This design comes from an exercise in tuning for small area and few clock cycles on the open sky130 flow, not from production work.
Only simulation tests tie the RTL to the original design; equivalence was not proved.
Power figures rest on the tool's default switching activity, not on a simulated workload.

==> flow/design.v <==
`timescale 1ns / 1ps
module nextpc(
	input         reset,
	input  [31:0] inst,
	input  [29:0] pc,
	input         eq,
	output [29:0] pcn);
	wire sJ, sT, sN, selH, selI, selD, selH2, selI2;
	wire cL, cB;
	wire [15:0] p4;
	wire [16:0] ic;
	assign ic[1] = pc[0];
	c_inv i0(pc[0], p4[0]);
	genvar i;
	generate
		for (i = 1; i < 16; i = i + 1) begin : inc_lo
			c_ha u(pc[i], ic[i], p4[i], ic[i+1]);
		end
	endgenerate
	assign cL = ic[16];
	wire [15:0] pb;
	pc_add16 ab(.a(pc[15:0]), .b(inst[15:0]), .s(pb), .cout(cB));
	wire [13:0] h = pc[29:16];
	wire [13:0] hi, hd;
	wire [14:0] hc;
	assign hc[1] = h[0];
	c_inv i1(h[0], hi[0]);
	generate
		for (i = 1; i < 14; i = i + 1) begin : inc_hi
			c_ha u(h[i], hc[i], hi[i], hc[i+1]);
		end
	endgenerate
	pc_dec14 dc(.h(h), .d(hd));
	nextpc_ctl ctl(.reset(reset), .inst(inst), .eq(eq), .cL(cL), .cB(cB),
		.sJ(sJ), .sT(sT), .sN(sN), .selH(selH), .selI(selI), .selD(selD),
		.selH2(selH2), .selI2(selI2));
	generate
		for (i = 0; i < 30; i = i + 1) begin : nb
			wire x, y;
			if (i < 16) begin : lo
				c_a222oi m(sJ, inst[i], sT, pb[i], sN, p4[i], x);
				c_inv    o(x, pcn[i]);
			end else if (i < 26) begin : mid
				c_a222oi m(h[i-16], selH, hi[i-16], selI, hd[i-16], selD, x);
				c_nand2  n(inst[i], sJ, y);
				c_nand2  o(x, y, pcn[i]);
			end else begin : top
				c_a222oi m(h[i-16], selH2, hi[i-16], selI2, hd[i-16], selD, x);
				c_inv    o(x, pcn[i]);
			end
		end
	endgenerate
endmodule
module nextpc_ctl(
	input  reset,
	input  [31:0] inst,
	input  eq, cL, cB,
	output sJ, sT, sN, selH, selI, selD, selH2, selI2);
	wire [5:0] op = inst[31:26];
	wire s    = inst[15];
	wire isJ  = (op == 6'b000010);
	wire take = (op == 6'b000100) & eq;
	assign sJ = isJ & ~reset;
	assign sT = take & ~reset;
	assign sN = ~isJ & ~take & ~reset;
	wire   sNJ = ~take & ~reset;
	assign selH  = (sN & ~cL) | (sT & (cB == s));
	assign selI  = (sN & cL)  | (sT & cB & ~s);
	assign selD  = sT & ~cB & s;
	assign selH2 = (sNJ & ~cL) | (sT & (cB == s));
	assign selI2 = (sNJ & cL)  | (sT & cB & ~s);
endmodule
module pc_dec14(input [13:0] h, output [13:0] d);
	wire [14:0] bw;    
	wire [14:0] bwn;
	c_inv i0(h[0], d[0]);
	assign bw[1] = d[0];
	genvar i;
	generate
		for (i = 1; i < 14; i = i + 1) begin : st
			if (i % 2 == 1) begin : p
				c_xor2   x(h[i], bw[i], d[i]);
				c_nand2b n(h[i], bw[i], bwn[i+1]);
			end else begin : n
				c_xnor2  x(h[i], bwn[i], d[i]);
				c_nor2   n(bwn[i], h[i], bw[i+1]);
			end
		end
	endgenerate
endmodule
`timescale 1ns / 1ps
module exec(
	input         reset,
	input  [31:0] inst,
	input  [31:0] a,
	input  [31:0] b,
	input  [31:0] rdata,
	output [31:0] addr,
	output        eq,
	output [31:0] wd,
	output [15:0] wen);
	wire en, sub, subn, s_sum, s_ld, s_lt, s_aon, s_orn;
	exec_ctl ctl(.reset(reset), .inst(inst), .en(en), .sub(sub), .subn(subn),
		.s_sum(s_sum), .s_ld(s_ld), .s_lt(s_lt), .s_aon(s_aon), .s_orn(s_orn),
		.wen(wen));
	wire [31:0] t;
	wire        th;
	c_a21o th_(inst[31], inst[15], sub, th);
	wire [31:0] k;
	genvar i;
	generate
		for (i = 0; i < 32; i = i + 1) begin : kb
			wire bn;
			if (i < 16) begin : lo
				c_a21o  t_(inst[31], inst[i], sub, t[i]);
			end else begin : hi
				assign t[i] = th;
			end
			c_nand2 g(b[i], en, bn);
			c_xnor2 x(bn, t[i], k[i]);
		end
	endgenerate
	wire [31:0] sum, pn, gn;
	wire        cout;
	alu_add add(.a(a), .k(k), .cin(sub), .cinn(subn), .sum(sum), .pn(pn), .gn(gn), .cout(cout));
	assign addr = sum;
	exec_eq cmp(.pn(pn), .eq(eq));
	generate
		for (i = 0; i < 32; i = i + 1) begin : rb
			wire x;
			if (i == 0) begin : b0
				exec_r0 m(s_aon, gn[0], s_orn, pn[0], s_lt, cout, x);
			end else begin : bn
				c_o22ai m(s_aon, gn[i], s_orn, pn[i], x);
			end
			c_a221o o(s_ld, rdata[i], s_sum, sum[i], x, wd[i]);
		end
	endgenerate
endmodule
module exec_r0(input s_aon, gn, s_orn, pn, s_lt, cout, output y);
	assign y = ~((s_aon | gn) & (s_orn | pn)) | (s_lt & ~cout);
endmodule
module exec_eq(input [31:0] pn, output eq);
	assign eq = &pn;
endmodule
module exec_ctl(
	input         reset,
	input  [31:0] inst,
	output        en, sub, subn, s_sum, s_ld, s_lt, s_aon, s_orn,
	output [15:0] wen);
	wire [5:0] op = inst[31:26];
	wire [3:0] fn = inst[3:0];
	wire isR  = (op == 6'b000000);
	wire isLW = (op == 6'b100011);
	wire r    = isR & ~reset;
	assign en    = ~op[5];
	assign sub   = ~op[5] & ~op[2] & fn[1];
	assign subn  = ~sub;
	assign s_sum = r & (fn[3:2] == 2'b00) & ~fn[0];
	assign s_ld  = isLW & ~reset;
	assign s_lt  = r & (fn == 4'b1010);
	assign s_aon = ~(r & (fn[3:1] == 3'b010));
	assign s_orn = ~(r & (fn == 4'b0101));
	wire [3:0] lo, hi;
	exec_wpre pre(.inst(inst), .isR(isR), .isLW(isLW), .lo(lo), .hi(hi));
	genvar i, j;
	generate
		for (i = 0; i < 4; i = i + 1) begin : h_
			for (j = 0; j < 4; j = j + 1) begin : l_
				c_a21o g(hi[i], lo[j], reset, wen[4*i + j]);
			end
		end
	endgenerate
endmodule
module exec_wpre(input [31:0] inst, input isR, isLW, output [3:0] lo, hi);
	wire       we   = isR | isLW;
	wire [3:0] wreg = isR ? inst[14:11] : inst[19:16];
	assign lo = {4{we}} & (4'd1 << wreg[1:0]);
	assign hi = 4'd1 << wreg[3:2];
endmodule
`timescale 1ns / 1ps
module alu_add(input [31:0] a, input [31:0] k, input cin, input cinn,
	output [31:0] sum, output [31:0] pn, output [31:0] gn, output cout);
	wire n1;
	wire n2;
	wire n3;
	wire n4;
	wire n5;
	wire n6;
	wire n7;
	wire n8;
	wire n9;
	wire n10;
	wire n11;
	wire n12;
	wire n13;
	wire n14;
	wire n15;
	wire n16;
	wire n17;
	wire n18;
	wire n19;
	wire n20;
	wire n21;
	wire n22;
	wire n23;
	wire n24;
	wire n25;
	wire n26;
	wire n27;
	wire n28;
	wire n29;
	wire n30;
	wire n31;
	wire n32;
	wire n33;
	wire n34;
	wire n35;
	wire n36;
	wire n37;
	wire n38;
	wire n39;
	wire n40;
	wire n41;
	wire n42;
	wire n43;
	wire n44;
	wire n45;
	wire n46;
	wire n47;
	wire n48;
	wire n49;
	wire n50;
	wire n51;
	wire n52;
	wire n53;
	wire n54;
	wire n55;
	wire n56;
	wire n57;
	wire n58;
	wire n59;
	wire n60;
	wire n61;
	wire n62;
	wire n63;
	wire n64;
	wire n65;
	wire n66;
	wire n67;
	wire n68;
	wire n69;
	wire n70;
	wire n71;
	wire n72;
	wire n73;
	wire n74;
	wire n75;
	wire n76;
	wire n77;
	wire n78;
	wire n79;
	wire n80;
	wire n81;
	wire n82;
	wire n83;
	wire n84;
	wire n85;
	wire n86;
	wire n87;
	wire n88;
	wire n89;
	wire n90;
	wire n91;
	wire n92;
	wire n93;
	wire n94;
	wire n95;
	wire n96;
	wire n97;
	wire n98;
	wire n99;
	wire n100;
	wire n101;
	wire n102;
	wire n103;
	wire n104;
	wire n105;
	wire n106;
	wire n107;
	wire n108;
	wire n109;
	wire n110;
	wire n111;
	wire n112;
	wire n113;
	wire n114;
	wire n115;
	wire n116;
	wire n117;
	wire n118;
	wire n119;
	wire n120;
	wire n121;
	wire n122;
	wire n123;
	wire n124;
	wire n125;
	wire n126;
	wire n127;
	wire n128;
	wire n129;
	wire n130;
	wire n131;
	wire n132;
	wire n133;
	wire n134;
	wire n135;
	wire n136;
	wire n137;
	wire n138;
	wire n139;
	wire n140;
	wire n141;
	wire n142;
	wire n143;
	wire n144;
	wire n145;
	wire n146;
	wire n147;
	wire n148;
	wire n149;
	wire n150;
	wire n151;
	wire n152;
	wire n153;
	wire n154;
	wire n155;
	wire n156;
	wire n157;
	wire n158;
	wire n159;
	wire n160;
	wire n161;
	wire n162;
	wire n163;
	wire n164;
	wire n165;
	wire n166;
	wire n167;
	wire n168;
	wire n169;
	wire n170;
	wire n171;
	wire n172;
	wire n173;
	wire n174;
	wire n175;
	wire n176;
	wire n177;
	wire n178;
	wire n179;
	wire n180;
	wire n181;
	wire n182;
	wire n183;
	wire n184;
	wire n185;
	wire n186;
	wire n187;
	wire n188;
	wire n189;
	wire n190;
	wire n191;
	wire n192;
	wire n193;
	wire n194;
	wire n195;
	wire n196;
	c_xnor2 u1(a[0], k[0], n1);
	c_nand2 u2(a[0], k[0], n2);
	c_xnor2 u3(a[1], k[1], n3);
	c_nand2 u4(a[1], k[1], n4);
	c_xnor2 u5(a[2], k[2], n5);
	c_nand2 u6(a[2], k[2], n6);
	c_xnor2 u7(a[3], k[3], n7);
	c_nand2 u8(a[3], k[3], n8);
	c_xnor2 u9(a[4], k[4], n9);
	c_nand2 u10(a[4], k[4], n10);
	c_xnor2 u11(a[5], k[5], n11);
	c_nand2 u12(a[5], k[5], n12);
	c_xnor2 u13(a[6], k[6], n13);
	c_nand2 u14(a[6], k[6], n14);
	c_xnor2 u15(a[7], k[7], n15);
	c_nand2 u16(a[7], k[7], n16);
	c_xnor2 u17(a[8], k[8], n17);
	c_nand2 u18(a[8], k[8], n18);
	c_xnor2 u19(a[9], k[9], n19);
	c_nand2 u20(a[9], k[9], n20);
	c_xnor2 u21(a[10], k[10], n21);
	c_nand2 u22(a[10], k[10], n22);
	c_xnor2 u23(a[11], k[11], n23);
	c_nand2 u24(a[11], k[11], n24);
	c_xnor2 u25(a[12], k[12], n25);
	c_nand2 u26(a[12], k[12], n26);
	c_xnor2 u27(a[13], k[13], n27);
	c_nand2 u28(a[13], k[13], n28);
	c_xnor2 u29(a[14], k[14], n29);
	c_nand2 u30(a[14], k[14], n30);
	c_xnor2 u31(a[15], k[15], n31);
	c_nand2 u32(a[15], k[15], n32);
	c_xnor2 u33(a[16], k[16], n33);
	c_nand2 u34(a[16], k[16], n34);
	c_xnor2 u35(a[17], k[17], n35);
	c_nand2 u36(a[17], k[17], n36);
	c_xnor2 u37(a[18], k[18], n37);
	c_nand2 u38(a[18], k[18], n38);
	c_xnor2 u39(a[19], k[19], n39);
	c_nand2 u40(a[19], k[19], n40);
	c_xnor2 u41(a[20], k[20], n41);
	c_nand2 u42(a[20], k[20], n42);
	c_xnor2 u43(a[21], k[21], n43);
	c_nand2 u44(a[21], k[21], n44);
	c_xnor2 u45(a[22], k[22], n45);
	c_nand2 u46(a[22], k[22], n46);
	c_xnor2 u47(a[23], k[23], n47);
	c_nand2 u48(a[23], k[23], n48);
	c_xnor2 u49(a[24], k[24], n49);
	c_nand2 u50(a[24], k[24], n50);
	c_xnor2 u51(a[25], k[25], n51);
	c_nand2 u52(a[25], k[25], n52);
	c_xnor2 u53(a[26], k[26], n53);
	c_nand2 u54(a[26], k[26], n54);
	c_xnor2 u55(a[27], k[27], n55);
	c_nand2 u56(a[27], k[27], n56);
	c_xnor2 u57(a[28], k[28], n57);
	c_nand2 u58(a[28], k[28], n58);
	c_xnor2 u59(a[29], k[29], n59);
	c_nand2 u60(a[29], k[29], n60);
	c_xnor2 u61(a[30], k[30], n61);
	c_nand2 u62(a[30], k[30], n62);
	c_xnor2 u63(a[31], k[31], n63);
	c_nand2 u64(a[31], k[31], n64);
	c_o21ai u65(n1, cinn, n2, n65);
	c_inv u66(n3, n66);
	c_a21boi u67(n66, n65, n4, n67);
	c_o21ai u68(n7, n6, n8, n68);
	c_nor2 u69(n7, n5, n69);
	c_o21ai u70(n11, n10, n12, n70);
	c_nor2 u71(n11, n9, n71);
	c_o21ai u72(n15, n14, n16, n72);
	c_nor2 u73(n15, n13, n73);
	c_o21ai u74(n19, n18, n20, n74);
	c_nor2 u75(n19, n17, n75);
	c_o21ai u76(n23, n22, n24, n76);
	c_nor2 u77(n23, n21, n77);
	c_o21ai u78(n27, n26, n28, n78);
	c_nor2 u79(n27, n25, n79);
	c_o21ai u80(n31, n30, n32, n80);
	c_nor2 u81(n31, n29, n81);
	c_o21ai u82(n35, n34, n36, n82);
	c_nor2 u83(n35, n33, n83);
	c_o21ai u84(n39, n38, n40, n84);
	c_nor2 u85(n39, n37, n85);
	c_o21ai u86(n43, n42, n44, n86);
	c_nor2 u87(n43, n41, n87);
	c_o21ai u88(n47, n46, n48, n88);
	c_nor2 u89(n47, n45, n89);
	c_o21ai u90(n51, n50, n52, n90);
	c_nor2 u91(n51, n49, n91);
	c_o21ai u92(n55, n54, n56, n92);
	c_nor2 u93(n55, n53, n93);
	c_o21ai u94(n59, n58, n60, n94);
	c_nor2 u95(n59, n57, n95);
	c_o21ai u96(n63, n62, n64, n96);
	c_nor2 u97(n63, n61, n97);
	c_inv u98(n69, n98);
	c_o21bai u99(n98, n67, n68, n99);
	c_a21oi u100(n73, n70, n72, n100);
	c_nand2 u101(n73, n71, n101);
	c_a21oi u102(n77, n74, n76, n102);
	c_nand2 u103(n77, n75, n103);
	c_a21oi u104(n81, n78, n80, n104);
	c_nand2 u105(n81, n79, n105);
	c_a21oi u106(n85, n82, n84, n106);
	c_nand2 u107(n85, n83, n107);
	c_a21oi u108(n89, n86, n88, n108);
	c_nand2 u109(n89, n87, n109);
	c_a21oi u110(n93, n90, n92, n110);
	c_nand2 u111(n93, n91, n111);
	c_a21oi u112(n97, n94, n96, n112);
	c_nand2 u113(n97, n95, n113);
	c_inv u114(n101, n114);
	c_a21boi u115(n114, n99, n100, n115);
	c_o21ai u116(n105, n102, n104, n116);
	c_nor2 u117(n105, n103, n117);
	c_o21ai u118(n109, n106, n108, n118);
	c_nor2 u119(n109, n107, n119);
	c_o21ai u120(n113, n110, n112, n120);
	c_nor2 u121(n113, n111, n121);
	c_inv u122(n117, n122);
	c_o21bai u123(n122, n115, n116, n123);
	c_a21oi u124(n121, n118, n120, n124);
	c_nand2 u125(n121, n119, n125);
	c_inv u126(n125, n126);
	c_a21boi u127(n126, n123, n124, n127);
	c_a21oi u128(n119, n123, n118, n128);
	c_o21ai u129(n103, n115, n102, n129);
	c_inv u130(n107, n130);
	c_a21boi u131(n130, n123, n106, n131);
	c_o21ai u132(n111, n128, n110, n132);
	c_a21oi u133(n71, n99, n70, n133);
	c_inv u134(n75, n134);
	c_o21bai u135(n134, n115, n74, n135);
	c_a21oi u136(n79, n129, n78, n136);
	c_a21oi u137(n83, n123, n82, n137);
	c_inv u138(n87, n138);
	c_o21bai u139(n138, n131, n86, n139);
	c_inv u140(n91, n140);
	c_o21bai u141(n140, n128, n90, n141);
	c_a21oi u142(n95, n132, n94, n142);
	c_o21ai u143(n5, n67, n6, n143);
	c_inv u144(n9, n144);
	c_a21boi u145(n144, n99, n10, n145);
	c_o21ai u146(n13, n133, n14, n146);
	c_o21ai u147(n17, n115, n18, n147);
	c_inv u148(n21, n148);
	c_a21boi u149(n148, n135, n22, n149);
	c_inv u150(n25, n150);
	c_a21boi u151(n150, n129, n26, n151);
	c_o21ai u152(n29, n136, n30, n152);
	c_inv u153(n33, n153);
	c_a21boi u154(n153, n123, n34, n154);
	c_o21ai u155(n37, n137, n38, n155);
	c_o21ai u156(n41, n131, n42, n156);
	c_inv u157(n45, n157);
	c_a21boi u158(n157, n139, n46, n158);
	c_o21ai u159(n49, n128, n50, n159);
	c_inv u160(n53, n160);
	c_a21boi u161(n160, n141, n54, n161);
	c_inv u162(n57, n162);
	c_a21boi u163(n162, n132, n58, n163);
	c_o21ai u164(n61, n142, n62, n164);
	c_xnor2 u165(n1, cin, n165);
	c_xnor2 u166(n3, n65, n166);
	c_xor2 u167(n5, n67, n167);
	c_xnor2 u168(n7, n143, n168);
	c_xnor2 u169(n9, n99, n169);
	c_xor2 u170(n11, n145, n170);
	c_xor2 u171(n13, n133, n171);
	c_xnor2 u172(n15, n146, n172);
	c_xor2 u173(n17, n115, n173);
	c_xnor2 u174(n19, n147, n174);
	c_xnor2 u175(n21, n135, n175);
	c_xor2 u176(n23, n149, n176);
	c_xnor2 u177(n25, n129, n177);
	c_xor2 u178(n27, n151, n178);
	c_xor2 u179(n29, n136, n179);
	c_xnor2 u180(n31, n152, n180);
	c_xnor2 u181(n33, n123, n181);
	c_xor2 u182(n35, n154, n182);
	c_xor2 u183(n37, n137, n183);
	c_xnor2 u184(n39, n155, n184);
	c_xor2 u185(n41, n131, n185);
	c_xnor2 u186(n43, n156, n186);
	c_xnor2 u187(n45, n139, n187);
	c_xor2 u188(n47, n158, n188);
	c_xor2 u189(n49, n128, n189);
	c_xnor2 u190(n51, n159, n190);
	c_xnor2 u191(n53, n141, n191);
	c_xor2 u192(n55, n161, n192);
	c_xnor2 u193(n57, n132, n193);
	c_xor2 u194(n59, n163, n194);
	c_xor2 u195(n61, n142, n195);
	c_xnor2 u196(n63, n164, n196);
	assign sum[0] = n165;
	assign pn[0] = n1;
	assign gn[0] = n2;
	assign sum[1] = n166;
	assign pn[1] = n3;
	assign gn[1] = n4;
	assign sum[2] = n167;
	assign pn[2] = n5;
	assign gn[2] = n6;
	assign sum[3] = n168;
	assign pn[3] = n7;
	assign gn[3] = n8;
	assign sum[4] = n169;
	assign pn[4] = n9;
	assign gn[4] = n10;
	assign sum[5] = n170;
	assign pn[5] = n11;
	assign gn[5] = n12;
	assign sum[6] = n171;
	assign pn[6] = n13;
	assign gn[6] = n14;
	assign sum[7] = n172;
	assign pn[7] = n15;
	assign gn[7] = n16;
	assign sum[8] = n173;
	assign pn[8] = n17;
	assign gn[8] = n18;
	assign sum[9] = n174;
	assign pn[9] = n19;
	assign gn[9] = n20;
	assign sum[10] = n175;
	assign pn[10] = n21;
	assign gn[10] = n22;
	assign sum[11] = n176;
	assign pn[11] = n23;
	assign gn[11] = n24;
	assign sum[12] = n177;
	assign pn[12] = n25;
	assign gn[12] = n26;
	assign sum[13] = n178;
	assign pn[13] = n27;
	assign gn[13] = n28;
	assign sum[14] = n179;
	assign pn[14] = n29;
	assign gn[14] = n30;
	assign sum[15] = n180;
	assign pn[15] = n31;
	assign gn[15] = n32;
	assign sum[16] = n181;
	assign pn[16] = n33;
	assign gn[16] = n34;
	assign sum[17] = n182;
	assign pn[17] = n35;
	assign gn[17] = n36;
	assign sum[18] = n183;
	assign pn[18] = n37;
	assign gn[18] = n38;
	assign sum[19] = n184;
	assign pn[19] = n39;
	assign gn[19] = n40;
	assign sum[20] = n185;
	assign pn[20] = n41;
	assign gn[20] = n42;
	assign sum[21] = n186;
	assign pn[21] = n43;
	assign gn[21] = n44;
	assign sum[22] = n187;
	assign pn[22] = n45;
	assign gn[22] = n46;
	assign sum[23] = n188;
	assign pn[23] = n47;
	assign gn[23] = n48;
	assign sum[24] = n189;
	assign pn[24] = n49;
	assign gn[24] = n50;
	assign sum[25] = n190;
	assign pn[25] = n51;
	assign gn[25] = n52;
	assign sum[26] = n191;
	assign pn[26] = n53;
	assign gn[26] = n54;
	assign sum[27] = n192;
	assign pn[27] = n55;
	assign gn[27] = n56;
	assign sum[28] = n193;
	assign pn[28] = n57;
	assign gn[28] = n58;
	assign sum[29] = n194;
	assign pn[29] = n59;
	assign gn[29] = n60;
	assign sum[30] = n195;
	assign pn[30] = n61;
	assign gn[30] = n62;
	assign sum[31] = n196;
	assign pn[31] = n63;
	assign gn[31] = n64;
	assign cout = ~n127;
endmodule
module pc_add16(input [15:0] a, input [15:0] b, output [15:0] s, output cout);
	wire n1;
	wire n2;
	wire n3;
	wire n4;
	wire n5;
	wire n6;
	wire n7;
	wire n8;
	wire n9;
	wire n10;
	wire n11;
	wire n12;
	wire n13;
	wire n14;
	wire n15;
	wire n16;
	wire n17;
	wire n18;
	wire n19;
	wire n20;
	wire n21;
	wire n22;
	wire n23;
	wire n24;
	wire n25;
	wire n26;
	wire n27;
	wire n28;
	wire n29;
	wire n30;
	wire n31;
	wire n32;
	wire n33;
	wire n34;
	wire n35;
	wire n36;
	wire n37;
	wire n38;
	wire n39;
	wire n40;
	wire n41;
	wire n42;
	wire n43;
	wire n44;
	wire n45;
	wire n46;
	wire n47;
	wire n48;
	wire n49;
	wire n50;
	wire n51;
	wire n52;
	wire n53;
	wire n54;
	wire n55;
	wire n56;
	wire n57;
	wire n58;
	wire n59;
	wire n60;
	wire n61;
	wire n62;
	wire n63;
	wire n64;
	wire n65;
	wire n66;
	wire n67;
	wire n68;
	wire n69;
	wire n70;
	wire n71;
	wire n72;
	c_xnor2 u1(a[0], b[0], n1);
	c_nand2 u2(a[0], b[0], n2);
	c_xnor2 u3(a[1], b[1], n3);
	c_nand2 u4(a[1], b[1], n4);
	c_xnor2 u5(a[2], b[2], n5);
	c_nand2 u6(a[2], b[2], n6);
	c_xnor2 u7(a[3], b[3], n7);
	c_nand2 u8(a[3], b[3], n8);
	c_xnor2 u9(a[4], b[4], n9);
	c_nand2 u10(a[4], b[4], n10);
	c_xnor2 u11(a[5], b[5], n11);
	c_nand2 u12(a[5], b[5], n12);
	c_xnor2 u13(a[6], b[6], n13);
	c_nand2 u14(a[6], b[6], n14);
	c_xnor2 u15(a[7], b[7], n15);
	c_nand2 u16(a[7], b[7], n16);
	c_xnor2 u17(a[8], b[8], n17);
	c_nand2 u18(a[8], b[8], n18);
	c_xnor2 u19(a[9], b[9], n19);
	c_nand2 u20(a[9], b[9], n20);
	c_xnor2 u21(a[10], b[10], n21);
	c_nand2 u22(a[10], b[10], n22);
	c_xnor2 u23(a[11], b[11], n23);
	c_nand2 u24(a[11], b[11], n24);
	c_xnor2 u25(a[12], b[12], n25);
	c_nand2 u26(a[12], b[12], n26);
	c_xnor2 u27(a[13], b[13], n27);
	c_nand2 u28(a[13], b[13], n28);
	c_xnor2 u29(a[14], b[14], n29);
	c_nand2 u30(a[14], b[14], n30);
	c_xnor2 u31(a[15], b[15], n31);
	c_nand2 u32(a[15], b[15], n32);
	c_or2 u33(a[0], b[0], n33);
	c_inv u34(n3, n34);
	c_a21boi u35(n34, n33, n4, n35);
	c_o21ai u36(n5, n35, n6, n36);
	c_inv u37(n7, n37);
	c_a21boi u38(n37, n36, n8, n38);
	c_o21ai u39(n9, n38, n10, n39);
	c_inv u40(n11, n40);
	c_a21boi u41(n40, n39, n12, n41);
	c_o21ai u42(n13, n41, n14, n42);
	c_inv u43(n15, n43);
	c_a21boi u44(n43, n42, n16, n44);
	c_o21ai u45(n17, n44, n18, n45);
	c_inv u46(n19, n46);
	c_a21boi u47(n46, n45, n20, n47);
	c_o21ai u48(n21, n47, n22, n48);
	c_inv u49(n23, n49);
	c_a21boi u50(n49, n48, n24, n50);
	c_o21ai u51(n25, n50, n26, n51);
	c_inv u52(n27, n52);
	c_a21boi u53(n52, n51, n28, n53);
	c_o21ai u54(n29, n53, n30, n54);
	c_inv u55(n31, n55);
	c_a21boi u56(n55, n54, n32, n56);
	c_inv u57(n1, n57);
	c_xnor2 u58(n3, n33, n58);
	c_xor2 u59(n5, n35, n59);
	c_xnor2 u60(n7, n36, n60);
	c_xor2 u61(n9, n38, n61);
	c_xnor2 u62(n11, n39, n62);
	c_xor2 u63(n13, n41, n63);
	c_xnor2 u64(n15, n42, n64);
	c_xor2 u65(n17, n44, n65);
	c_xnor2 u66(n19, n45, n66);
	c_xor2 u67(n21, n47, n67);
	c_xnor2 u68(n23, n48, n68);
	c_xor2 u69(n25, n50, n69);
	c_xnor2 u70(n27, n51, n70);
	c_xor2 u71(n29, n53, n71);
	c_xnor2 u72(n31, n54, n72);
	assign s[0] = n1;
	assign s[1] = n58;
	assign s[2] = n59;
	assign s[3] = n60;
	assign s[4] = n61;
	assign s[5] = n62;
	assign s[6] = n63;
	assign s[7] = n64;
	assign s[8] = n65;
	assign s[9] = n66;
	assign s[10] = n67;
	assign s[11] = n68;
	assign s[12] = n69;
	assign s[13] = n70;
	assign s[14] = n71;
	assign s[15] = n72;
	assign cout = ~n56;
endmodule
`timescale 1ns / 1ps
module rf_sel16(input [15:0] d, input [15:0] s, output y);
	wire [5:0] n;
	c_a222oi g0(d[0],  s[0],  d[1],  s[1],  d[2],  s[2],  n[0]);
	c_a222oi g1(d[3],  s[3],  d[4],  s[4],  d[5],  s[5],  n[1]);
	c_a222oi g2(d[6],  s[6],  d[7],  s[7],  d[8],  s[8],  n[2]);
	c_a222oi g3(d[9],  s[9],  d[10], s[10], d[11], s[11], n[3]);
	c_a222oi g4(d[12], s[12], d[13], s[13], d[14], s[14], n[4]);
	c_nand2  g5(d[15], s[15], n[5]);
	rf_nand6 g6(n, y);
endmodule
module rf_nand6(input [5:0] a, output y);
	assign y = ~(&a);
endmodule
module rf_dec(input [3:0] s, output [15:0] oh0, output [15:0] oh1);
	wire [3:0] sn, lon, hin;
	c_inv n0(s[0], sn[0]);
	c_inv n1(s[1], sn[1]);
	c_inv n2(s[2], sn[2]);
	c_inv n3(s[3], sn[3]);
	c_nand2 l0(sn[1], sn[0], lon[0]);
	c_nand2 l1(sn[1], s[0],  lon[1]);
	c_nand2 l2(s[1],  sn[0], lon[2]);
	c_nand2 l3(s[1],  s[0],  lon[3]);
	c_nand2 h0(sn[3], sn[2], hin[0]);
	c_nand2 h1(sn[3], s[2],  hin[1]);
	c_nand2 h2(s[3],  sn[2], hin[2]);
	c_nand2 h3(s[3],  s[2],  hin[3]);
	genvar i, j;
	generate
		for (i = 0; i < 4; i = i + 1) begin : hi_
			for (j = 0; j < 4; j = j + 1) begin : lo_
				c_nor2 g0(hin[i], lon[j], oh0[4*i + j]);
				c_nor2 g1(hin[i], lon[j], oh1[4*i + j]);
			end
		end
	endgenerate
endmodule
module rf_read(input [3:0] sel, input [511:0] q, output [31:0] y);
	wire [15:0] oh0, oh1;
	rf_dec dec(.s(sel), .oh0(oh0), .oh1(oh1));
	genvar i, j;
	generate
		for (j = 0; j < 32; j = j + 1) begin : bit_
			wire [15:0] col;
			for (i = 0; i < 16; i = i + 1) begin : reg_
				assign col[i] = q[32*i + j];
			end
			rf_sel16 m(.d(col), .s(j < 16 ? oh0 : oh1), .y(y[j]));
		end
	endgenerate
endmodule
`timescale 1ns / 1ps
module c_inv   (input a, output y);                 assign y = ~a;                               endmodule
module c_nand2 (input a, b, output y);              assign y = ~(a & b);                         endmodule
module c_nand2b(input an, b, output y);             assign y = ~(~an & b);                       endmodule
module c_nor2  (input a, b, output y);              assign y = ~(a | b);                         endmodule
module c_or2   (input a, b, output y);              assign y = a | b;                            endmodule
module c_xor2  (input a, b, output y);              assign y = a ^ b;                            endmodule
module c_xnor2 (input a, b, output y);              assign y = ~(a ^ b);                         endmodule
module c_a21oi (input a1, a2, b1, output y);        assign y = ~((a1 & a2) | b1);                endmodule
module c_a21boi(input a1, a2, b1n, output y);       assign y = ~((a1 & a2) | ~b1n);              endmodule
module c_o21bai(input a1, a2, b1n, output y);       assign y = ~((a1 | a2) & ~b1n);              endmodule
module c_o21ai (input a1, a2, b1, output y);        assign y = ~((a1 | a2) & b1);                endmodule
module c_a21o  (input a1, a2, b1, output y);        assign y = (a1 & a2) | b1;                   endmodule
module c_o22ai (input a1, a2, b1, b2, output y);    assign y = ~((a1 | a2) & (b1 | b2));         endmodule
module c_a222oi(input a1, a2, b1, b2, c1, c2, output y);
	assign y = ~((a1 & a2) | (b1 & b2) | (c1 & c2));
endmodule
module c_a221o (input a1, a2, b1, b2, c1, output y);
	assign y = (a1 & a2) | (b1 & b2) | c1;
endmodule
module c_ha    (input a, b, output s, output c);    assign s = a ^ b; assign c = a & b;          endmodule
`timescale 1ns / 1ps
module mips_top(
    input         clk,
    input         reset,
    output [31:0] imem_addr,
    input  [31:0] imem_data,
    output [31:0] dmem_addr,
    output [31:0] dmem_wdata,
    output        dmem_we,
    input  [31:0] dmem_rdata
    );
	wire [31:0] inst = imem_data;
	reg  [31:2] pc;
	reg  [31:0] rf [0:15];
	wire [511:0] q;
	genvar gi;
	generate
		for (gi = 0; gi < 16; gi = gi + 1) begin : rfq
			assign q[32*gi +: 32] = rf[gi];
		end
	endgenerate
	wire [31:0] a, b;
	rf_read rda(.sel(inst[24:21]), .q(q), .y(a));
	rf_read rdb(.sel(inst[19:16]), .q(q), .y(b));
	wire [31:0] wd;
	wire [15:0] wen;
	wire [31:0] addr;
	wire        eq;
	exec ex(.reset(reset), .inst(inst), .a(a), .b(b), .rdata(dmem_rdata),
		.addr(addr), .eq(eq), .wd(wd), .wen(wen));
	integer k;
	always @(posedge clk)
		for (k = 0; k < 16; k = k + 1)
			if (wen[k]) begin
				rf[k][31:4] <= wd[31:4];
				rf[k][3:0]  <= wd[3:0] | ({4{reset}} & k[3:0]);
			end
	wire [29:0] pcn;
	nextpc np(.reset(reset), .inst(inst), .pc(pc), .eq(eq), .pcn(pcn));
	always @(posedge clk)
		pc <= pcn;
	assign imem_addr  = {pc, 2'b00};
	assign dmem_addr  = addr;
	assign dmem_wdata = b;
	assign dmem_we    = (inst[31:26] == 6'b101011) & ~reset;
endmodule
==> flow/flow/run.sh <==
#!/bin/bash
# The standard layout, with two changes: the port buffers are buf_2 cells
# (the standard flow picks a slow delay cell).
set -euo pipefail
export BUFFER_PORTS_ARGS="-buffer_cell sky130_fd_sc_hd__buf_2"
bash standard.sh > standard.log 2>&1
==> flow/standard.sh <==
#!/bin/bash
# synth_recipe.tcl (not shown) runs the flow's synth.tcl, then flattens the netlist and writes it again
# the make line also repeats each setting of config.mk as NAME=value (left out here)
make -C /OpenROAD-flow-scripts/flow DESIGN_CONFIG=/design/flow/config.mk WORK_HOME=/design/flow/orfs CLKGATE_MAP_FILE= SYNTH_SCRIPT=/design/flow/synth_recipe.tcl "${@:-finish}"
==> flow/config.mk <==
export PLATFORM = sky130hd
export DESIGN_NAME = mips_top
export DESIGN_NICKNAME = mips_top
export VERILOG_FILES = /design/flow/design.v
export SDC_FILE = /design/flow/constraint.sdc
export NUM_CORES = 4
export LEC_CHECK = 0
export CAP_MARGIN = 20
export CORE_MARGIN = 2
export CORE_UTILIZATION = 48
export CTS_BUF_LIST = sky130_fd_sc_hd__clkbuf_8
export CTS_CLUSTER_SIZE = 24
export GPL_TIMING_DRIVEN = 0
export PLACE_DENSITY = 0.62
export SLEW_MARGIN = 20
export SYNTH_HIERARCHICAL = 1
==> flow/constraint.sdc <==
create_clock -name core_clock -period 8.0 [get_ports {clk}]
set_input_delay 1.6000 -clock core_clock [delete_from_list [all_inputs] [get_ports {clk}]]
set_output_delay 1.6000 -clock core_clock [all_outputs]
set_load 0.01 [all_outputs]
==> results of run 1 <==
==> metal layers <==
| layer | vias to the layer above | part of all wire | wire, um |
|---|---|---|---|
| met5 | - | 0.00012 | 11 |
| met4 | 2 | 0.031 | 2790 |
| met3 | 193 | 0.14 | 12000 |
| met2 | 1675 | 0.45 | 40100 |
| met1 | 10304 | 0.38 | 33800 |
| li1 | 8782 | - | - |
==> cell families after synthesis <==
kind of cell               Yosys count  share of synthesized area
DFF                                542                      0.615
AOI/OAI and AO/OA                  535                      0.190
and+or+nand+nor                    473                     0.0905
buffers and inverters              179                     0.0431
xor gates and xnor gates           141                     0.0476
adders and majority gates           28                     0.0135
other                                1                   0.000144
==> cell usage after synthesis, drive strengths merged (2+ instances only) <==
cell type    n
nor4         3
a21boi      19
nand4        8
xnor2      111
or4          6
o21ai       41
buf        117
clkbuf       2
o21bai       5
a21oi       15
inv         60
xor2        30
dfxtp       30
o22ai       32
a31oi        2
ha          28
nor2        96
nor3         4
edfxtp     512
nand2      194
a221o       32
a21o        34
and4        64
nand3b       5
a222oi     350
nand2b      11
or2          6
nand3       69
or4b         2
==> worst paths after layout <==
check / startpoint / endpoint / slack (ps)
setup / recovery: imem_data[17] / dmem_addr[31] / 170
hold / removal: pc[18] / pc[18] / 560
setup reg to reg: rf[9][18] / pc[22] / 2680
hold reg to reg: pc[18] / pc[18] / 560
==> final cells by class <==
type | count | area [um2]
diodes | 1 | 2.50
multi-input cells | 1179 | 9230
inverters | 60 | 225
repair buffers | 237 | 1880
clock inverters | 69 | 375
plain buffers | 119 | 893
fillers | 4319 | 23000
flip-flops and latches | 542 | 16000
clock buffers | 91 | 1250
well taps | 696 | 871
==> per-stage QoR <==
| step | instances | total power [mW] | util |
|---|---|---|---|
| after floorplan | 1900 | 4.08 | - |
| after global placement | 2756 | 4.47 | 0.515 |
| after detailed placement | 2829 | 4.53 | 0.538 |
| after CTS | 2989 | 6.78 | 0.570 |
| after global routing | 2994 | 7.02 | 0.572 |
| final | 2994 | 6.78 | 0.572 |
==> power breakdown <==
| part | switching [mW] | internal [mW] |
|---|---|---|
| Combinational | 0.733 | 0.527 |
| Clock | 1.10 | 1.16 |
| Sequential | 0.0580 | 3.21 |
==> flip-flops by register name, indices dropped and copies added, names as in the netlist <==
| register | cells |
|---|---|
| pc | 30 |
| rf | 512 |
==> modules after synthesis, one instance, submodules excluded, excerpt <==
| module | cell area (um2) | cells |
|---|---|---|
| alu_add | 724 | 97 |
| c_a221o | 10.0 | 1 |
| c_a222oi | 10.0 | 1 |
| c_inv | 3.75 | 1 |
| c_nand2b | 6.26 | 1 |
| c_o21ai | 5.00 | 1 |
| c_o22ai | 6.26 | 1 |
| c_or2 | 6.26 | 1 |
| c_xor2 | 8.76 | 1 |
| exec_r0 | 21.3 | 2 |
| nextpc_ctl | 163 | 24 |
| rf_nand6 | 13.8 | 2 |
==> worst max-delay path, stage by stage <==
cell and delay (ps):
buf_2 240, inv_1 170, nand2_4 230, nor2_2 150
buf_8 200, a222oi_1 340, and4_1 280, nand3_1 230
nand2_1 160, xnor2_1 100, xnor2_1 330, o21ai_2 120
a21boi_2 290, o21bai_4 170, a21boi_4 280, o21bai_4 180
a21oi_4 240, o21ai_2 140, a21oi_2 180, o21ai_1 110
xnor2_1 200, buf_4 140, buf_2 120
==> repair_timing <==
action,in CTS,in global routing
endpoints found under the setup margin,16,6
pin swaps,1,1
gates resized for setup,22,10
cloned,0,0
buffers inserted,0,4
==> metrics.yaml, run 1 <==
sta:
  timing.fmax_mhz: 128
  setup_viol: 0
  hold_viol: 0
  rsz0062_at_grt: "no"
  tns_ps: 0
  timing.final.ws_setup_ps: 169
  tightest_slew_ps: 1120
  drv_slew: 0
  slew-limit-headroom: 0.252
  finalCritPeriodShare: 0.979
  fin_skew_ps: 34.2
  timing.hold.ws_ps: 563
  fin_crit_ps: 7830
floorplanning:
  ios: 163
  rows: 85
  initial_core_util: 0.484
  fp.dieW_um: 237
  fp.dieArea_um2: 56000
  die_h_um: 237
  core_um2: 53700
cts:
  cts.htree.levels: 3
  path_clk_slew_ps: 70
  cts_sinks: 542
  hold_buffers: 0
  clk_path_buf_depth: 3
  cts_tree: "done"
  root_buffer: "clkbuf_8"
  clk_latency_ps: 690
  cts_buffers: 88
global_route:
  grt_pass1_wl_um: 128000
  antenna_found_initial: 2
  grt.met1_usage: 0.424
  globalRoute.totalOverflow: 0
  grt.busiest_layer: "met2"
  grtUsageMet2: 0.476
  grt_max_degree: 33
  grt_usage: 0.307
  first_global_vias: 20154
  grtUsageMet3: 0.0684
yosys:
  synth_flop_cell: "edfxtp_1"
  synth_area_leaders: "edfxtp_1 (59%), a222oi_1 (13%), xnor2_1 (3.7%)"
  synth_warnings: 8
  syn_inst: 1899
  synth_top_area_share: 0.592
  ys_async_sr_fraction: 0
  syn_avg_cell_area_um2: 13.7
  ys_ff_latch: 542
  ys_seq_area_frac: 0.615
  ys_types: 48
  yosys.area.top_type: "edfxtp_1"
  syn_area_um2: 26000
  synth_edf_count: 512
power_and_ir_drop:
  vdd_drop_max_mv: 0.114
  power_leakage_nw: 11.3
  power_density_nw_per_um2: 221
worst_setup_path:
  crit_type: "in -> out"
  startpoint_type: "primary input"
  cp_max_fo: 12
  worstPathArrival_ps: 6230
  reg2regPathDepth: 16
  endpoint_kind: "output pin"
  cp.required_ps: 6400
place:
  postPlaceCellArea_um2: 28900
  dp_worst_setup_slack_ps: -1010
  port_buffers: 160
  hpwl_um: 61400
  gp_congestion: 0.879
hold_path:
  worst_hold_path_type: "reg -> reg"
  whs_path_depth: 3
drt:
  via_per_inst: 7.00
  vias: 20956
  drt_iter0_drc: 4435
  wl_um: 88700
  drc: 0
  dr.pass1.iters: 11
  ant_nets: 0
  post_drt_wl_per_cell_um: 29.6
final_layout:
  drive_above_1_share: 0.263
  design_area_um2: 30700
  syn2layout_area_growth_pct: 18.2
  final_nets: 2321
  layout_commonest_cell: "edfxtp_1"
  layout_common_cells: "edfxtp_1 (512), a222oi_1 (350), nand2_1 (187)"
run:
  maxCapViolations: 0
outcome:
  status: "complete, no violations"
Testbench counts, summed over its fixed seeds: cycles 74,808.
==> inputs of run 2 (changes only) <==
==> flow/flow/run.sh (replaced) <==
#!/bin/bash
# The standard layout, with one change: the port buffers are buf_2 cells
# (the standard flow picks a slow delay cell).
set -euo pipefail
export BUFFER_PORTS_ARGS="-buffer_cell sky130_fd_sc_hd__buf_2"
bash standard.sh > standard.log 2>&1
==> run 2 against run 1 <==
Synthesized area is the same. Routed wire length did not move. Maximum frequency is the same. Die area is the same. Hold slack did not move. First-iteration DRC count unchanged. Clock-buffer cell count stayed put. Final cell count unchanged. Synthesized cell count unchanged. Core utilization unchanged. Critical path type unchanged. Largest power group unchanged. Highest routed layer unchanged.
==> metrics.yaml, run 2 <==
power_and_ir_drop:
  power_density_nw_per_um2: 221
  power_mw: 6.78
  vdd_drop_max_mv: 0.114
  power_leakage_nw: 11.3
yosys:
  synth_flop_cell: "edfxtp_1"
  synth_edf_count: 512
  syn_inst: 1899
  yosys.area.top_type: "edfxtp_1"
  synth_area_leaders: "edfxtp_1 (59%), a222oi_1 (13%), xnor2_1 (3.7%)"
  syn_area_um2: 26000
  ys_ff_latch: 542
  synthTopCellsByCount: "edfxtp_1 (512), a222oi_1 (350), nand2_1 (194)"
  ys_async_sr_fraction: 0
  syn_avg_cell_area_um2: 13.7
  ys_seq_area_frac: 0.615
  synth_top_area_share: 0.592
  synth_warnings: 8
  synth.most_common_cell: "edfxtp_1"
  ys_types: 48
worst_setup_path:
  endpoint_kind: "output pin"
  startpoint: "imem_data[17]"
  reg2regPathDepth: 16
  r2r_slack_ps: 2680
  cp.required_ps: 6400
  regToRegStartpoint: "rf[9][18]"
  r2r-end: "pc[22]"
  startpoint_type: "primary input"
  endpoint: "dmem_addr[31]"
  worstPathArrival_ps: 6230
  cp_max_fo: 12
  crit_type: "in -> out"
drt:
  wl_um: 88700
  drc: 0
  ant_nets: 0
  vias: 20956
  post_drt_wl_per_cell_um: 29.6
  dr.pass1.iters: 11
  via_per_inst: 7.00
  drt_iter0_drc: 4435
floorplanning:
  fp.dieW_um: 237
  initial_core_util: 0.484
  rows: 85
  core_um2: 53700
  die_h_um: 237
  ios: 163
  fp.dieArea_um2: 56000
cts:
  path_clk_slew_ps: 70
  root_buffer: "clkbuf_8"
  hold_buffers: 0
  clk_path_buf_depth: 3
  cts_buffers: 88
  cts_tree: "done"
  clk_latency_ps: 690
  cts.htree.levels: 3
  cts_sinks: 542
place:
  placedCellCount: 2829
  gp_congestion: 0.879
  hpwl_um: 61400
  port_buffers: 160
sta:
  drv_slew: 0
  timing.fmax_mhz: 128
  tightest_slew_ps: 1120
  slew-limit-headroom: 0.252
  timing.hold.ws_ps: 563
  setup_viol: 0
  fin_crit_ps: 7830
  finalCritPeriodShare: 0.979
  fin_skew_ps: 34.2
  hold_viol: 0
  rsz0062_at_grt: "no"
hold_path:
  worst_hold_path_type: "reg -> reg"
final_layout:
  drive_above_1_share: 0.263
  n_fill_cell: 4319
  syn2layout_area_growth_pct: 18.2
  final_nets: 2321
  stdcell_count: 2994
  top_regs: "rf x512, pc x30"
  largest_reg_flops: 512
  layout_commonest_cell: "edfxtp_1"
  layout_common_cells: "edfxtp_1 (512), a222oi_1 (350), nand2_1 (187)"
  final_core_util: 0.572
  largest_register: "rf"
global_route:
  globalRoute.totalOverflow: 0
  grt_pass1_wl_um: 128000
  first_global_vias: 20154
  grt_usage: 0.307
  grt_max_degree: 33
  antenna_found_initial: 2
outcome:
  status: "complete, no violations"
run:
  maxCapViolations: 0
## run 2: cell counts after synthesis
Identical to the previous run, type by type.
## run 2: worst min-delay path by stage
stage           start  endpoint  cells past startpoint  slack [ps]
2_1_floorplan  pc[18]    pc[18]                      3         550
3_3_place_gp    pc[2]     pc[2]                      3         530
3_5_place_dp   pc[18]    pc[18]                      3         540
4_1_cts        pc[18]    pc[18]                      3         560
5_1_grt         pc[2]     pc[2]                      3         610
6_report       pc[18]    pc[18]                      3         560
## run 2: stage by stage
step / cell area (um2) / setup slack [ps] / setup TNS [ps]
5_1_grt: 30700 / 3.40 / 0
2_1_floorplan: 26000 / 773 / 0
4_1_cts: 30600 / 3.90 / 0
3_5_place_dp: 28900 / -1010 / -13460
3_3_place_gp: 27600 / -1790 / -209520
6_report: 30700 / 169 / 0
## run 2: per-layer routing
| layer | part of all wire | GRT usage | vias to the layer above |
|---|---|---|---|
| li1 | - | - | 8782 |
| met5 | 0.00012 | 0 | - |
| met4 | 0.031 | 0.119 | 2 |
| met2 | 0.45 | 0.476 | 1675 |
| met3 | 0.14 | 0.0684 | 193 |
| met1 | 0.38 | 0.424 | 10304 |
## run 2: worst max-delay path: stages
cell,delay (ps)
buf_2,240
inv_1,170
nand2_4,230
nor2_2,150
buf_8,200
a222oi_1,340
and4_1,280
nand3_1,230
nand2_1,160
xnor2_1,100
xnor2_1,330
o21ai_2,120
a21boi_2,290
o21bai_4,170
a21boi_4,280
o21bai_4,180
a21oi_4,240
o21ai_2,140
a21oi_2,180
o21ai_1,110
xnor2_1,200
buf_4,140
buf_2,120
## run 2: Yosys stat by module, one instance, submodules excluded, a selection
module      cells  flip-flops and latches  copies in the design
c_ha            1                       0                    28
c_nor2          1                       0                    88
c_inv           1                       0                    55
c_or2           1                       0                     1
rf_nand6        2                       0                    64
c_xnor2         1                       0                   111
exec_wpre      24                       0                     1
alu_add        97                       0                     1
c_o21ai         1                       0                    36
nextpc_ctl     24                       0                     1
exec_ctl       19                       0                     1
exec_eq        11                       0                     1
## run 2: where the power goes
| part | switching (mW) | internal (mW) | leakage (nW) |
|---|---|---|---|
| Sequential | 0.0580 | 3.21 | 5.52 |
| Combinational | 0.733 | 0.527 | 4.82 |
| Clock | 1.10 | 1.16 | 0.954 |
| Total | 1.89 | 4.89 | 11.3 |
## run 2: timing repair
action | 4_1_cts | 5_1_grt
buffers inserted | 0 | 4
pin swaps | 1 | 1
gates resized for setup | 22 | 10
setup endpoints to repair | 16 | 6
## run 2: logic make-up (layout without fill, tap and decap cells)
group                      count (synthesis)  in the layout  share of synthesized area
AOI/OAI and AO/OA                        535            535                      0.190
xor gates and xnor gates                 141            141                     0.0476
adders and majority gates                 28             28                     0.0135
buffers and inverters                    179            576                     0.0431
DFF                                      542            542                      0.615
other                                      1              3                   0.000144
and+or+nand+nor                          473            473                     0.0905
## run 2: area by class of cell
| class | count | area, um2 | area share |
|---|---|---|---|
| Antenna cell | 1 | 2.50 | 0.0000815 |
| Inverter | 60 | 225 | 0.00733 |
| Clock inverter | 69 | 375 | 0.0122 |
| Timing Repair Buffer | 237 | 1880 | 0.0612 |
| Clock buffer | 91 | 1250 | 0.0408 |
| Sequential cell | 542 | 16000 | 0.520 |
| Multi-Input combinational cell | 1179 | 9230 | 0.301 |
| Tap cell | 696 | 871 | 0.0284 |
| Buffer | 119 | 893 | 0.0291 |
==> inputs of run 3 (changes only) <==
--- a/flow/config.mk
+++ b/flow/config.mk
@@ -8,8 +8,9 @@
 export CAP_MARGIN = 20
 export CORE_MARGIN = 2
 export CORE_UTILIZATION = 48
-export CTS_BUF_LIST = sky130_fd_sc_hd__clkbuf_8
-export CTS_CLUSTER_SIZE = 24
+export CTS_BUF_LIST = sky130_fd_sc_hd__clkbuf_16
+export CTS_CLUSTER_DIAMETER = 80
+export CTS_CLUSTER_SIZE = 28
 export GPL_TIMING_DRIVEN = 0
 export PLACE_DENSITY = 0.62
 export SLEW_MARGIN = 20
==> run 3 against run 2 <==
Still clean on timing, DRC and antenna. Total power fell by 8.1%. Non-clock buffer count did not move. Clock skew rose by 4.0 ps. Critical path depth did not move. Hold slack improved by 10 ps. Routed wire length fell by 0.85%. Clock power fell by 24%. Sequential share of layout area rose by 1.2 points. Critical path type unchanged. Largest cell class unchanged. Largest power group unchanged.
==> metrics.yaml, run 3 <==
outcome:
  status: "complete, no violations"
worst_setup_path:
  cpLargestDelayFamily: "compound AO/OA/AOI/OAI gates"
  reg2regPathDepth: 16
  cpMostUsedCell: "xnor2_1"
  r2r_slack_ps: 2630
  slowest_delay_ps: 340
  regToRegStartpoint: "rf[9][18]"
  endpoint_kind: "output pin"
  startpoint: "imem_data[17]"
  crit_type: "in -> out"
  cp.required_ps: 6400
  r2r-end: "pc[22]"
  path_buf_inv: 5
  startpoint_type: "primary input"
  cp_max_fo: 12
  worstPathArrival_ps: 6200
  path_cells: "buf_2 > inv_1 > nand2_4 > nor2_2 > buf_8 > a222oi_1 > and4_1 > nand3_1 > nand2_1 > xnor2_1 > xnor2_1 > o21ai_2 > a21boi_2 > o21bai_4 > a21boi_4 > o21bai_4 > a21oi_4 > o21ai_2 > a21oi_2 > o21ai_1 > xnor2_1 > buf_4 > buf_2"
  cp_slowest_cell: "a222oi_1"
global_route:
  antenna_found_initial: 1
  grt_max_degree: 33
  grt_pass1_wl_um: 127000
  globalRoute.totalOverflow: 0
  first_global_vias: 19645
  grt_usage: 0.302
final_layout:
  largest_reg_flops: 512
  n_fill_cell: 4348
  stdcell_count: 2884
  drive_above_1_share: 0.248
  layout_common_cells: "edfxtp_1 (512), a222oi_1 (350), nand2_1 (187)"
  top_regs: "rf x512, pc x30"
  syn2layout_area_growth_pct: 15.6
  layout_commonest_cell: "edfxtp_1"
  final_nets: 2261
  design_area_um2: 30000
  largest_register: "rf"
power_and_ir_drop:
  seqPwrFrac: 0.523
  clkPwrFrac: 0.275
  vdd_drop_max_mv: 0.184
  power_density_nw_per_um2: 208
  p_comb_frac: 0.202
  intPower_mw: 4.46
  p_sw_mw: 1.77
  power_leakage_nw: 10.8
  swShare: 0.284
yosys:
  syn_area_um2: 26000
  synth_compound_area_frac: 0.190
  synthTopCellsByCount: "edfxtp_1 (512), a222oi_1 (350), nand2_1 (194)"
  ys_ff_latch: 542
  yosys.area.top_type: "edfxtp_1"
  ys_seq_area_frac: 0.615
  synth_fa_ha_area_frac: 0.0135
  synth_top_family_by_area: "compound AO/OA/AOI/OAI gates"
  synth_xor_area_frac: 0.0476
  synth_edf_count: 512
  synth_warnings: 8
  synth-simple-area-share: 0.0905
  syn_inst: 1899
  synth_area_leaders: "edfxtp_1 (59%), a222oi_1 (13%), xnor2_1 (3.7%)"
  synth_top_area_share: 0.592
  ys_types: 48
  synth_flop_cell: "edfxtp_1"
  ys_async_sr_fraction: 0
  syn_avg_cell_area_um2: 13.7
  synth.most_common_cell: "edfxtp_1"
  synthMuxAreaShare: 0
drt:
  dr.pass1.iters: 12
  vias: 20615
  drt_iter0_drc: 4383
  via_per_inst: 7.15
  ant_nets: 0
  wl_um: 87900
  drc: 0
  post_drt_wl_per_cell_um: 30.5
floorplanning:
  fp.dieW_um: 237
  rows: 85
  core_um2: 53700
  ios: 163
  initial_core_util: 0.484
  fp.dieArea_um2: 56000
  die_h_um: 237
place:
  hpwl_um: 61400
  placedCellCount: 2829
  gp_congestion: 0.879
  dp_worst_setup_slack_ps: -1010
  postPlaceCellArea_um2: 28900
  port_buffers: 160
sta:
  rsz0062_at_grt: "no"
  tightest_slew_ps: 1130
  slew-limit-headroom: 0.249
  fin_crit_ps: 7800
  tns_ps: 0
  timing.final.ws_setup_ps: 202
  hold_viol: 0
  drv_slew: 0
  fin_skew_ps: 38.2
  setup_viol: 0
  finalCritPeriodShare: 0.975
  timing.fmax_mhz: 128
  timing.hold.ws_ps: 573
cts:
  path_clk_slew_ps: 110
  hold_buffers: 0
  cts_buffers: 28
  root_buffer: "clkbuf_16"
  cts_tree: "done"
  cts.htree.levels: 1
  clk_latency_ps: 630
  clk_path_buf_depth: 3
  cts_sinks: 542
hold_path:
  min_from: "pc[18]"
  whs_path_depth: 3
  worst_hold_path_type: "reg -> reg"
  hold_path_end: "pc[18]"
run:
  maxCapViolations: 0
[run 3: changes by cell type in the layout (fill, tap and decap cells not counted), sizes merged]
cell / delta
clkbuf: -62
inv: -28
clkinv: -21
clkinvlp: +3
bufinv: -2
[run 3: timing repair]
item | 4_1_cts | 5_1_grt
pin swaps | 1 | 1
setup buffers | 0 | 4
endpoints found under the setup margin | 16 | 6
resized for setup | 20 | 9
[run 3: power by group through the flow]
stage / clock, mW / combinational, mW / sequential (mW)
3_5_place_dp: 0 / 1.21 / 3.32
5_1_grt: 1.83 / 1.33 / 3.27
3_3_place_gp: 0 / 1.15 / 3.32
2_1_floorplan: 0 / 0.776 / 3.31
6_report: 1.71 / 1.26 / 3.26
4_1_cts: 1.73 / 1.23 / 3.26
[run 3: worst max path at each step]
| stage | end | depth (start not counted) | slack (ps) |
|---|---|---|---|
| 2_1_floorplan | dmem_addr[31] | 20 | 770 |
| 3_3_place_gp | dmem_addr[31] | 21 | -1790 |
| 3_5_place_dp | dmem_addr[31] | 21 | -1010 |
| 4_1_cts | dmem_addr[31] | 23 | 20 |
| 5_1_grt | dmem_addr[31] | 23 | 8 |
| 6_report | dmem_addr[31] | 23 | 200 |
[run 3: cells by family (layout without fill, tap and decap cells)]
logic type,Yosys count,count (layout)
AOI/OAI and AO/OA,535,535
xor gates and xnor gates,141,141
adders and majority gates,28,28
buffers and inverters,179,466
DFF,542,542
other,1,3
and+or+nand+nor,473,473
[run 3: metal layers]
metal / global-route usage / up-vias / wire length [um]
met4: 0.0967 / 2 / 2970
met3: 0.0639 / 210 / 11400
met5: 0 / - / 18
met2: 0.473 / 1578 / 39700
met1: 0.424 / 10210 / 33900
li1: - / 8615 / -
[run 3: worst min-delay path, delay by kind of cell (launching register included)]
| kind | cells | cell delay, ps |
|---|---|---|
| DFF | 1 | 370 |
| buffers and inverters | 1 | 70 |
| AOI/OAI and AO/OA | 1 | 60 |
| and+or+nand+nor | 1 | 60 |
[run 3: per-module statistics from Yosys (local to each module, per instance), excerpt]
module | cells | times used | flops+latches | area (um2)
pc_add16 | 17 | 1 | 0 | 124
c_a21boi | 1 | 19 | 0 | 11.3
c_inv | 1 | 55 | 0 | 3.75
c_a21o | 1 | 33 | 0 | 7.51
mips_top | 552 | 1 | 542 | 16000
c_o22ai | 1 | 31 | 0 | 6.26
c_a21oi | 1 | 13 | 0 | 8.76
c_or2 | 1 | 1 | 0 | 6.26
exec_ctl | 19 | 1 | 0 | 110
c_xnor2 | 1 | 111 | 0 | 8.76
c_ha | 1 | 28 | 0 | 12.5
c_a221o | 1 | 32 | 0 | 10.0
exec_eq | 11 | 1 | 0 | 68.8
exec_r0 | 2 | 1 | 0 | 21.3
c_xor2 | 1 | 29 | 0 | 8.76
[run 3: cell type report]
class                           count  area [um2]  area share
Multi-Input combinational cell   1179        9220       0.307
Buffer                            119         893      0.0297
Antenna cell                        1        2.50   0.0000833
Sequential cell                   542       16000       0.532
Clock inverter                     21         241     0.00804
Timing Repair Buffer              237        1880      0.0626
Clock buffer                       29         726      0.0242
Inverter                           60         225     0.00750
Tap cell                          696         871      0.0290
[run 3: per-stage QoR]
stage               power, mW  utilization
floorplan                4.08            -
global placement         4.47        0.515
detailed placement       4.53        0.538
CTS                      6.22        0.558
global route             6.43        0.559
finish                   6.23        0.559
==> inputs of run 4 (changes only) <==
==> flow/flow/run.sh (replaced) <==
#!/bin/bash
# The standard layout, with one change: the port buffers are buf_1 cells
# (the standard flow picks a slow delay cell).
set -euo pipefail
export BUFFER_PORTS_ARGS="-buffer_cell sky130_fd_sc_hd__buf_1"
bash standard.sh > standard.log 2>&1
--- a/flow/config.mk
+++ b/flow/config.mk
@@ -9,8 +9,8 @@
 export CORE_MARGIN = 2
 export CORE_UTILIZATION = 48
 export CTS_BUF_LIST = sky130_fd_sc_hd__clkbuf_16
-export CTS_CLUSTER_DIAMETER = 80
-export CTS_CLUSTER_SIZE = 28
+export CTS_CLUSTER_DIAMETER = 60
+export CTS_CLUSTER_SIZE = 24
 export GPL_TIMING_DRIVEN = 0
 export PLACE_DENSITY = 0.62
 export SLEW_MARGIN = 20
==> run 4 against run 3 <==
Still clean. Maximum frequency hardly changed. Synthesized cell count unchanged. Routed wire length is essentially flat. Synthesized area unchanged. Largest power group unchanged.
==> metrics.yaml, run 4 <==
worst_setup_path:
  regToRegStartpoint: "rf[12][18]"
  worstPathArrival_ps: 6200
  startpoint_type: "primary input"
  r2r-end: "pc[20]"
  reg2regPathDepth: 15
  cp_max_fo: 11
  r2r_slack_ps: 2720
  crit_type: "in -> out"
  cp.required_ps: 6400
  endpoint_kind: "output pin"
sta:
  setup_viol: 0
  timing.fmax_mhz: 128
  fin_crit_ps: 7800
  drv_slew: 0
  rsz0062_at_grt: "no"
  hold_viol: 0
  tns_ps: 0
  tightest_slew_ps: 1160
  slew-limit-headroom: 0.217
  fin_skew_ps: 39.4
  finalCritPeriodShare: 0.975
global_route:
  first_global_vias: 19737
  grt_usage: 0.304
  antenna_found_initial: 3
  grt_pass1_wl_um: 126000
  grt_max_degree: 33
  globalRoute.totalOverflow: 0
drt:
  ant_nets: 0
  vias: 20530
  wl_um: 88000
  via_per_inst: 7.08
  drt_iter0_drc: 4548
  post_drt_wl_per_cell_um: 30.4
  drc: 0
  dr.pass1.iters: 13
floorplanning:
  initial_core_util: 0.484
  ios: 163
  core_um2: 53700
  fp.dieW_um: 237
  fp.dieArea_um2: 56000
  die_h_um: 237
  rows: 85
hold_path:
  worst_hold_path_type: "reg -> reg"
  min_from: "pc[18]"
  hold_path_end: "pc[18]"
  whs_path_depth: 3
cts:
  path_clk_slew_ps: 70
  cts_tree: "done"
  clk_path_buf_depth: 3
  clk_latency_ps: 600
  hold_buffers: 0
  cts_sinks: 542
  root_buffer: "clkbuf_16"
  cts.htree.levels: 2
  cts_buffers: 39
outcome:
  status: "complete, no violations"
yosys:
  ys_async_sr_fraction: 0
  syn_inst: 1899
  synth_top_area_share: 0.592
  synth_flop_cell: "edfxtp_1"
  syn_avg_cell_area_um2: 13.7
  synthTopCellsByCount: "edfxtp_1 (512), a222oi_1 (350), nand2_1 (194)"
  ys_seq_area_frac: 0.615
  synth.most_common_cell: "edfxtp_1"
  synth_edf_count: 512
  synth_warnings: 8
  syn_area_um2: 26000
  ys_ff_latch: 542
  yosys.area.top_type: "edfxtp_1"
  ys_types: 48
  synth_area_leaders: "edfxtp_1 (59%), a222oi_1 (13%), xnor2_1 (3.7%)"
final_layout:
  layout_commonest_cell: "edfxtp_1"
  top_regs: "rf x512, pc x30"
  syn2layout_area_growth_pct: 16.5
  final_core_util: 0.563
  n_fill_cell: 4333
  drive_above_1_share: 0.185
  largest_register: "rf"
  layout_common_cells: "edfxtp_1 (512), a222oi_1 (350), nand2_1 (185)"
  diodes: 0
  final_nets: 2270
  largest_reg_flops: 512
power_and_ir_drop:
  power_density_nw_per_um2: 219
  clkPwrFrac: 0.321
  p_sw_mw: 1.85
  swShare: 0.280
  p_comb_frac: 0.187
  seqPwrFrac: 0.492
  power_leakage_nw: 10.5
  vdd_drop_max_mv: 0.139
  power_mw: 6.62
  intPower_mw: 4.77
place:
  port_buffers: 160
  hpwl_um: 60700
  gp_congestion: 0.910
run:
  maxCapViolations: 0
run 4: through the flow:
stage / setup WS (ps) / hold WS [ps] / instance area (um2) / instances
finish: 197 / 571 / 30200 / 2899
global route: 36.0 / 603 / 30200 / 2899
CTS: 3.96 / 566 / 30200 / 2895
detailed placement: -1330 / 554 / 28700 / 2827
global placement: -2080 / 531 / 27400 / 2756
floorplan: 773 / 548 / 26000 / 1900
run 4: per-module statistics from Yosys (local to each module, per instance), excerpt:
module,cells,flops+latches,times used
c_a21oi,1,0,13
c_inv,1,0,55
c_ha,1,0,28
mips_top,552,542,1
c_a222oi,1,0,350
c_or2,1,0,1
pc_add16,17,0,1
c_a21boi,1,0,19
run 4: repair_timing:
action                     4_1_cts  5_1_grt
resized for setup               30        9
buffers inserted                 0        4
pin swaps                        0        1
setup endpoints to repair       20        9
gates cloned                     0        0
hold endpoints to repair         0        0
run 4: critical path: stages:
cell and delay, ps:
buf_2 180, inv_1 190, nand2_4 170, nor2_2 480, buf_8 240, a222oi_1 120, and4_1 220, nand3_1 220
nand2_1 110, xnor2_1 320, xnor2_2 150, o21ai_2 190, a21boi_2 130, o21bai_4 280, a21boi_4 140, o21bai_4 310
a21oi_4 130, o21ai_2 290, a21oi_2 110, o21ai_1 180, xnor2_1 140, buf_4 130, buf_1 140
run 4: layer usage:
layer	vias to the layer above	track usage	wire length, um
met2	1463	0.473	39900
met1	10201	0.409	33500
met4	6	0.114	2970
met3	222	0.0813	11600
li1	8638	-	-
met5	-	0.00260	41
run 4: cell type report:
cell class | instances | area [um2] | area share
Clock inverter | 27 | 325 | 0.0108
Tap cell | 696 | 871 | 0.0288
Timing Repair Buffer | 235 | 1690 | 0.0558
Clock buffer | 41 | 1030 | 0.0339
Buffer | 119 | 893 | 0.0295
Multi-Input combinational cell | 1179 | 9240 | 0.306
Sequential cell | 542 | 16000 | 0.528
Inverter | 60 | 225 | 0.00745
run 4: cells by family after synthesis:
group           count (synthesis)  synth area share
flops                         542             0.615
simple gates                  473            0.0905
buf+inv                       179            0.0431
fa+ha+maj                      28            0.0135
other cells                     1          0.000144
xor+xnor                      141            0.0476
compound gates                535             0.190
run 4: power by group through the flow:
stage	registers, mW	logic, mW	clock network (mW)
2_1_floorplan	3.31	0.776	0
3_3_place_gp	3.32	1.12	0
3_5_place_dp	3.32	1.19	0
4_1_cts	3.26	1.20	2.15
5_1_grt	3.27	1.30	2.26
6_report	3.26	1.24	2.13
run 4: how the worst max path moves through the flow:
stage                   from             to  slack [ps]  cells after the start
6_report       imem_data[17]  dmem_addr[31]         200                     23
5_1_grt        imem_data[17]  dmem_addr[31]          40                     23
4_1_cts        imem_data[21]  dmem_addr[31]           4                     21
3_5_place_dp   imem_data[17]  dmem_addr[31]       -1330                     22
3_3_place_gp   imem_data[17]  dmem_addr[31]       -2080                     21
2_1_floorplan  imem_data[16]  dmem_addr[31]         770                     20

[re-timing with driven ports]
How much do the figures lean on ideal ports? The routed layouts below were timed once more, with nothing changed but the port constraints. Step 1, drivers: a clkbuf_16 drives clk and a buf_2 each remaining input, both assumed. Step 2 also shifts input and output timing later by t, the mid clock arrival at the registers, as if the neighbouring blocks saw the same clock. Slacks: no drivers / after step 1 / after step 2; pairs: no drivers / after step 1.
run	shift t [ns]	setup slack, ns	worst setup path after step 2	latest minus earliest clock arrival (ns)	worst data-port slew with drivers (ns)
run 1	0.724	0.169 / 0.147 / 0.147	input to output	0.034 / 0.035	0.07
run 2	0.724	0.169 / 0.147 / 0.147	input to output	0.034 / 0.035	0.07
run 3	0.674	0.202 / 0.179 / 0.179	input to output	0.038 / 0.039	0.07
run 4	0.650	0.197 / 0.166 / 0.166	input to output	0.039 / 0.040	0.06
After both steps setup and hold are still met in every run listed. For run 4, which loses most, drivers alone change the setup slack by -0.031 ns; drivers and shift together by -0.031 ns.
